This design comes from an exercise in tuning for a short achievable clock period and few clock cycles on the open sky130 flow, not from production work.
The RTL was checked by simulation tests, not by an equivalence proof against the original design.

==> flow/design.v <==
module Interface(
clk,rst,imem_addr,imem_rdata,dmem_addr,dmem_wdata,dmem_we,dmem_rdata,halted,epc
);
	input		clk, rst;
	input  [31:0]	imem_rdata, dmem_rdata;
	output [31:0]	imem_addr, dmem_wdata, epc;
	output [4:0]	dmem_addr;
	output		dmem_we, halted;
	parameter PRED_BEQ = 0;	 
	reg [31:0]	pc_f;		 
	reg [31:0]	ir;		 
	reg [31:0]	pc_d;		 
	reg		v_d;		 
	reg		halt_q;
	reg [31:0]	epc_q;
	reg		m_ld, m_mul;	 
	reg [4:0]	m_rd;
	reg		m_we;		 
	reg [4:0]	m_addr;
	reg [31:0]	m_wdata;
	reg [31:0]	m_a, m_b;	 
	reg [1:0]	x_st;		 
	reg [31:0]	x_a, x_b;	 
	reg [31:0]	x_ll, x_lh, x_hl, x_hh;
	assign imem_addr  = pc_f;
	assign dmem_addr  = m_addr;
	assign dmem_wdata = m_wdata;
	assign dmem_we    = m_we;
	assign halted     = halt_q;
	assign epc        = epc_q;
	wire [31:0]	rf [0:31];
	wire		wr_e;		 
	wire [4:0]	wa_e;
	wire [31:0]	wd_e;
	wire		wr_l = m_ld | m_mul;	 
	wire [31:0]	wd_l;
	genvar g;
	generate
		for (g = 0; g < 32; g = g + 1) begin: regs
			reg [31:0] q;
			assign rf[g] = q;
			if (g >= 16 && g <= 21) begin: with_reset
				always @(posedge clk or negedge rst)
					if (!rst)
						q <= g - 16;
					else if (wr_e && wa_e == g)
						q <= wd_e;
					else if (wr_l && m_rd == g)
						q <= wd_l;
			end else begin: no_reset
				always @(posedge clk)
					if (wr_e && wa_e == g)
						q <= wd_e;
					else if (wr_l && m_rd == g)
						q <= wd_l;
			end
		end
	endgenerate
	wire [5:0]	op = ir[31:26];
	wire [5:0]	fn = ir[5:0];
	wire [4:0]	rs = ir[25:21];
	wire [4:0]	rt = ir[20:16];
	wire [4:0]	rd = ir[15:11];
	wire [31:0]	simm = {{16{ir[15]}}, ir[15:0]};
	wire is_r    = op == 6'b000000;
	wire is_lw   = op == 6'b100011;
	wire is_sw   = op == 6'b101011;
	wire is_addi = op == 6'b001000;
	wire is_beq  = op == 6'b000100;
	wire is_j    = op == 6'b000010;
	wire is_oth  = !(is_r | is_lw | is_sw | is_addi | is_beq | is_j);
	wire f_sub = is_r & (fn == 6'b100010);
	wire f_and = is_r & (fn == 6'b100100);
	wire f_or  = is_r & (fn == 6'b100101);
	wire f_slt = is_r & (fn == 6'b101010);
	wire f_div = is_r & (fn == 6'b011010);
	wire f_mul = is_r & (fn == 6'b010010);
	wire f_add = is_r & !(f_sub | f_and | f_or | f_slt | f_div | f_mul);
	wire use_rs = !is_j;
	wire use_rt = is_r | is_beq | is_sw | is_oth;
	wire [31:0]	a = rf[rs];
	wire [31:0]	b = rf[rt];
	wire [31:0]	y   = (is_lw | is_sw | is_addi) ? simm : b;
	wire [31:0]	sum = a + y;
	wire		ovf_add = (a[31] == y[31]) & (sum[31] != a[31]);
	wire [31:0]	dif = a + ~b + 32'd1;
	wire		bc31 = (b[30:0] == 31'd0) ? b[31] : ~b[31];
	wire		ovf_sub = (a[31] == bc31) & (dif[31] != a[31]);
	wire		ltu = a < b;
	wire		eq  = a == b;
	wire [31:0]	an = a ^ {32{a[31]}};
	wire [31:0]	bn = b ^ {32{b[31]}};
	wire [31:0]	ta, tb;		 
	genvar k;
	generate
		for (k = 0; k < 32; k = k + 1) begin: smear
			assign ta[k] = |an[31:k];
			assign tb[k] = |bn[31:k];
		end
	endgenerate
	wire [30:0]	t32, t33;
	generate
		for (k = 0; k < 31; k = k + 1) begin: pairs
			assign t32[k] = ta[k] & tb[30-k];
			assign t33[k] = ta[k] & tb[31-k];
		end
	endgenerate
	wire		ge32 = |t32;
	wire		ge33 = |t33;
	wire		mul_sure = !ge32 | (!ge33 & !(a[31] & b[31]));
	wire [33:0]	x_mid = {2'b00, x_lh} + {2'b00, x_hl} + {18'd0, x_ll[31:16]};
	wire		x_ovf = (x_hh != 32'd0) | (x_mid[33:16] != 18'd0);
	wire		haz_m = (m_ld | m_mul) & ((use_rs & (m_rd == rs)) | (use_rt & (m_rd == rt)));
	wire		mul_wait = f_mul & !mul_sure & (x_st != 2'd2);
	wire		stall = v_d & (haz_m | mul_wait);
	wire		fault =
		((f_add | is_addi | is_lw | is_sw | is_oth) & ovf_add) |
		((is_lw | is_sw | is_oth) & (sum[1:0] != 2'b00)) |
		((f_sub | is_beq) & ovf_sub) |
		(f_div & (b == 32'd0)) |
		(f_mul & !mul_sure & x_ovf);
	wire		go = v_d & !stall;		 
	wire		commit = go & !fault;
	wire		flt = go & fault;
	wire [31:0]	res =
		f_sub ? dif :
		f_and ? (a & b) :
		f_or  ? (a | b) :
		(f_slt | f_div) ? {31'd0, ltu} :
		sum;
	assign wr_e = commit & ((is_r & !f_mul) | is_addi);
	assign wa_e = is_r ? rd : rt;
	assign wd_e = res;
	wire [31:0]	mul_lo = m_a * m_b;
	assign wd_l = m_ld ? dmem_rdata : mul_lo;
	always @(posedge clk or negedge rst)
		if (!rst) begin
			m_ld  <= 1'b0;
			m_mul <= 1'b0;
			m_we  <= 1'b0;
		end else begin
			m_ld  <= commit & is_lw;
			m_mul <= commit & f_mul;
			m_we  <= commit & is_sw;
		end
	always @(posedge clk) begin
		m_rd    <= is_lw ? rt : rd;
		m_addr  <= sum[6:2];
		m_wdata <= b;
		m_a     <= a;
		m_b     <= b;
	end
	always @(posedge clk or negedge rst)
		if (!rst)
			x_st <= 2'd0;
		else if (go)
			x_st <= 2'd0;
		else if (v_d & f_mul & !haz_m & !mul_sure & x_st != 2'd2)
			x_st <= x_st + 2'd1;
	always @(posedge clk) begin
		if (x_st == 2'd0) begin
			x_a <= a[31] ? -a : a;
			x_b <= b[31] ? -b : b;
		end
		x_ll <= x_a[15:0]  * x_b[15:0];
		x_lh <= x_a[15:0]  * x_b[31:16];
		x_hl <= x_a[31:16] * x_b[15:0];
		x_hh <= x_a[31:16] * x_b[31:16];
	end
	wire [31:0]	pc4_f = pc_f + 32'd4;
	wire		fj = imem_rdata[31:26] == 6'b000010;
	wire		fb = PRED_BEQ && (imem_rdata[31:26] == 6'b000100) &&
			     (imem_rdata[25:21] == imem_rdata[20:16]);
	wire [31:0]	fj_tgt = {pc4_f[31:28], imem_rdata[25:0], 2'b00};
	wire [31:0]	fb_tgt = pc4_f + {{14{imem_rdata[15]}}, imem_rdata[15:0], 2'b00};
	wire [31:0]	br_tgt = pc_d + 32'd4 + {simm[29:0], 2'b00};
	wire		redirect = go & is_beq & eq & !(PRED_BEQ && rs == rt);
	always @(posedge clk or negedge rst)
		if (!rst) begin
			pc_f   <= 32'd0;
			v_d    <= 1'b0;
			halt_q <= 1'b0;
		end else begin
			if (flt)
				halt_q <= 1'b1;
			if (redirect)
				pc_f <= br_tgt;
			else if (!stall)
				pc_f <= fj ? fj_tgt : fb ? fb_tgt : pc4_f;
			if (!stall)
				v_d <= !halt_q & !flt & !redirect;
		end
	always @(posedge clk) begin
		if (!stall) begin
			ir   <= imem_rdata;
			pc_d <= pc_f;
		end
		if (flt)
			epc_q <= pc_d;
	end
endmodule
==> flow/run.sh <==
#!/bin/bash
# synth_recipe.tcl (not shown) runs the flow's synth.tcl, then flattens the netlist and writes it again
# the make line also repeats each setting of config.mk as NAME=value (left out here)
make -C /OpenROAD-flow-scripts/flow DESIGN_CONFIG=/design/flow/config.mk WORK_HOME=/design/flow/orfs CLKGATE_MAP_FILE= SYNTH_SCRIPT=/design/flow/synth_recipe.tcl finish
==> flow/config.mk <==
export PLATFORM = sky130hd
export DESIGN_NAME = Interface
export DESIGN_NICKNAME = Interface
export VERILOG_FILES = /design/flow/design.v
export SDC_FILE = /design/flow/constraint.sdc
export NUM_CORES = 4
export LEC_CHECK = 0
export CAP_MARGIN = 20
export CORE_MARGIN = 2
export CORE_UTILIZATION = 40
export SETUP_SLACK_MARGIN = 5
export SLEW_MARGIN = 20
==> flow/constraint.sdc <==
create_clock -name core_clock -period 28.0 [get_ports {clk}]
set_input_delay 5.6000 -clock core_clock [delete_from_list [all_inputs] [get_ports {clk}]]
set_output_delay 5.6000 -clock core_clock [all_outputs]
set_load 0.01 [all_outputs]
==> flow_summary.toml <==
[place]
post-dp-hpwl_um = 479000
gp_congestion = 1.07
io_buffers = 168

[critical_path]
worstSetupStartpointType = "flip-flop"
cp-end-kind = "flip-flop"
slowest_delay_ps = 890
cp_max_fo = 34
arrival_ps = 12200
cpMostUsedCell = "buf_4"
worst-endpoint-required_ps = 28490
worstSetupPathType = "flip-flop to flip-flop"
crit_path_top_delay_cell = "or3_1"

[yosys]
synth.distinct_cells = 110
async_flop_share = 0.164
netlist.area_leader.share = 0.225
syn_area_um2 = 132000
synthFlopType = "edfxtp_1"
ys_ff_latch = 1409
synth_edf_count = 992
synth_area_leaders = "edfxtp_1 23%, fa_1 18%, ha_1 7.3%"
ys_top_cells_by_count = "1416 x inv_1, 1320 x nand2_1, 1201 x fa_1"
yosysSeqAreaShare = 0.297
yosys_warnings = 1
synth_most_common_cell = "inv_1"
synth_cells = 14700
synth_top_cell_by_area = "edfxtp_1"
syn_nets = 16700
synth_area_per_cell_um2 = 9.00

[routing]
drt_wl_total_um = 698000
avgRoutedWirePerCell_um = 36.9
antenna_left = 0
drt_iter0_markers = 19600
vias = 124000
vias_per_cell = 6.55
drt-pass1-iter-count = 10
drc_errors = 0

[floorplan]
die_x_um = 579
core_um2 = 330000
die-area_um2 = 335000
die_y_um = 579
ios = 169
rows = 211
start_util = 0.401

[clock_network]
cts_hold_buf = 0
clock_latency_ps = 970
cts_tree = "done"
cts_resized = 0
clk_pin_slew_worst_paths_ps = 60
cts_buffers = 176
clock_path_buffers = 4
cts-root-buf = "clkbuf_16"
htreeDepth = 4
cts_setup_buffers = 0
cts.sinks = 1409

[final_layout]
multi_input_area_um2 = 83600
synthToLayoutAreaGrowth_pct = 9.74
fillers = 32100
finalCoreUtilization = 0.440
nets = 16400
seq_area_um2 = 39300
drive_above_1_share = 0.0738

[sta]
maxSlewViolCount = 0
worst_pin_slew_ps = 1310
fin_tns_setup_ps = 0
skew_ps = 113
post-route-min-period_ps = 11710
slew_headroom = 0.122
max_freq_mhz = 85.4
hold_violations = 0
finalCritPeriodShare = 0.418
finalSetupViolCount = 0
rsz0062_at_grt = "no"

[global_route]
use_met1 = 0.508
grt_pass1_vias = 117000
grt_max_degree = 101
busiest_layer = "met2"
antenna_found_initial = 109
grt_pass1_wl_um = 955000
grt_use_met3 = 0.157
use_met2 = 0.573
grt.overflow.total = 0
grt_usage = 0.409

[min_path]
hp-class = "flip-flop to flip-flop"

[run_status]
status = "finished clean"

[run]
drv_cap = 0
[path summary, 6_finish.rpt]
| path | slack, ps | to | from | depth (start not counted) |
|---|---|---|---|---|
| setup / recovery | 16290 | regs[9].q[3]$_DFFE_PP_ | ir[19]$_DFFE_PN_ | 28 |
| hold / removal | 450 | epc_q[1]$_DFFE_PP_ | pc_d[1]$_DFFE_PN_ | 0 |
| setup reg to reg | 16290 | regs[9].q[3]$_DFFE_PP_ | ir[19]$_DFFE_PN_ | 28 |
| hold reg to reg | 450 | epc_q[1]$_DFFE_PP_ | pc_d[1]$_DFFE_PN_ | 0 |
| max in group asynchronous | 21340 | regs[19].q[24]$_DFFE_PN0P_ | rst | 3 |
| min in group asynchronous | 4600 | pc_f[12]$_DFFE_PN0P_ | rst | 1 |
[per-stage QoR]
stage	hold slack (ps)	cell area [µm²]	cells	setup slack (ps)
after detailed placement	440	139000	18500	17290
final	452	145000	18900	16290
after global routing	458	145000	18900	16500
after floorplan	426	132000	14700	20020
after CTS	450	145000	18800	17200
after global placement	435	139000	18500	17320
[logic make-up (layout without fill, tap and decap cells)]
logic type | count (synthesis) | in the layout | synth area share
compound gates | 2610 | 2610 | 0.124
xor+xnor | 361 | 361 | 0.0239
fa+ha+maj | 1974 | 1974 | 0.255
buf+inv | 2615 | 2397 | 0.0786
flops | 1409 | 1409 | 0.297
mux | 117 | 117 | 0.00925
other cells | 0 | 90 | 0
simple gates | 5603 | 5603 | 0.212
[worst max-delay path: cells and delay by family, from the launching register on]
kind | cells | cell delay (ps)
buffers and inverters | 8 | 3110
flip-flops | 1 | 730
AO/OA/AOI/OAI | 9 | 2990
adder cells (fa/ha/maj) | 1 | 270
AND/OR/NAND/NOR | 9 | 3700
multiplexers | 1 | 290
[sequential cells by signal (all words and copies together), names as in the netlist, 16 cells and up]
signal  flops
regs.q   1024
x_hh       32
pc_d       32
epc_q      32
ir         32
m_b        32
x_hl       32
pc_f       32
x_ll       16
m_a        32
x_b        32
x_lh       32
x_a        32
[metal layers]
metal  routed length [µm]  vias to the layer above
met3                94400                     2817
li1                     -                    49700
met2               282000                     9910
met4                63100                       60
met1               258000                    61500
met5                  572                        -
[final cells by class]
class | instances | area share
multi-input cells | 10700 | 0.576
clock inverters | 90 | 0.00624
repair buffers | 646 | 0.0374
flip-flops and latches | 1409 | 0.271
well taps | 4366 | 0.0377
clock buffers | 235 | 0.0328
diodes | 90 | 0.00155
inverters | 1426 | 0.0369
[layout by cell type (no fill, tap or decap), drive strengths merged, types with 235 or more instances in the layout]
master	Yosys	final
inv	1425	1434
nand2	1320	1320
fa	1201	1201
nor2	1166	1166
a21oi	1083	1083
edfxtp	992	992
nand3	902	902
ha	773	773
and2	695	695
and3	524	524
o21ai	508	508
buf	386	479
nand4	325	325
xnor2	273	273
clkbuf	803	235
Testbench counts, summed over its fixed seeds: cycles 28,740.

==> re-timing with driven ports <==
The results above use ideal ports. As a check the final layout listed here was re-extracted and re-timed, cells and wires unchanged. Step 1 (the two cells are an assumption about what drives the block):
set clk [get_ports {clk}]
set_driving_cell -lib_cell sky130_fd_sc_hd__clkbuf_16 $clk
set_driving_cell -lib_cell sky130_fd_sc_hd__buf_2 [delete_from_list [all_inputs] $clk]
Step 2 also shifts input and output timing later by t, the mid clock arrival at the registers, as if the neighbouring blocks saw the same clock. a / b / c = ideal ports / drivers / drivers and shift; a / b = the first two.
t (ns): 1.022
setup slack, ns: 16.293 / 16.293 / 16.293
worst setup path after step 2: register to register
worst register clock-pin slew, ns: 0.08 / 0.08
After both steps this run still meets setup and hold. The setup slack of this run moves by 0.000 ns with the drivers and by 0.000 ns with both steps.
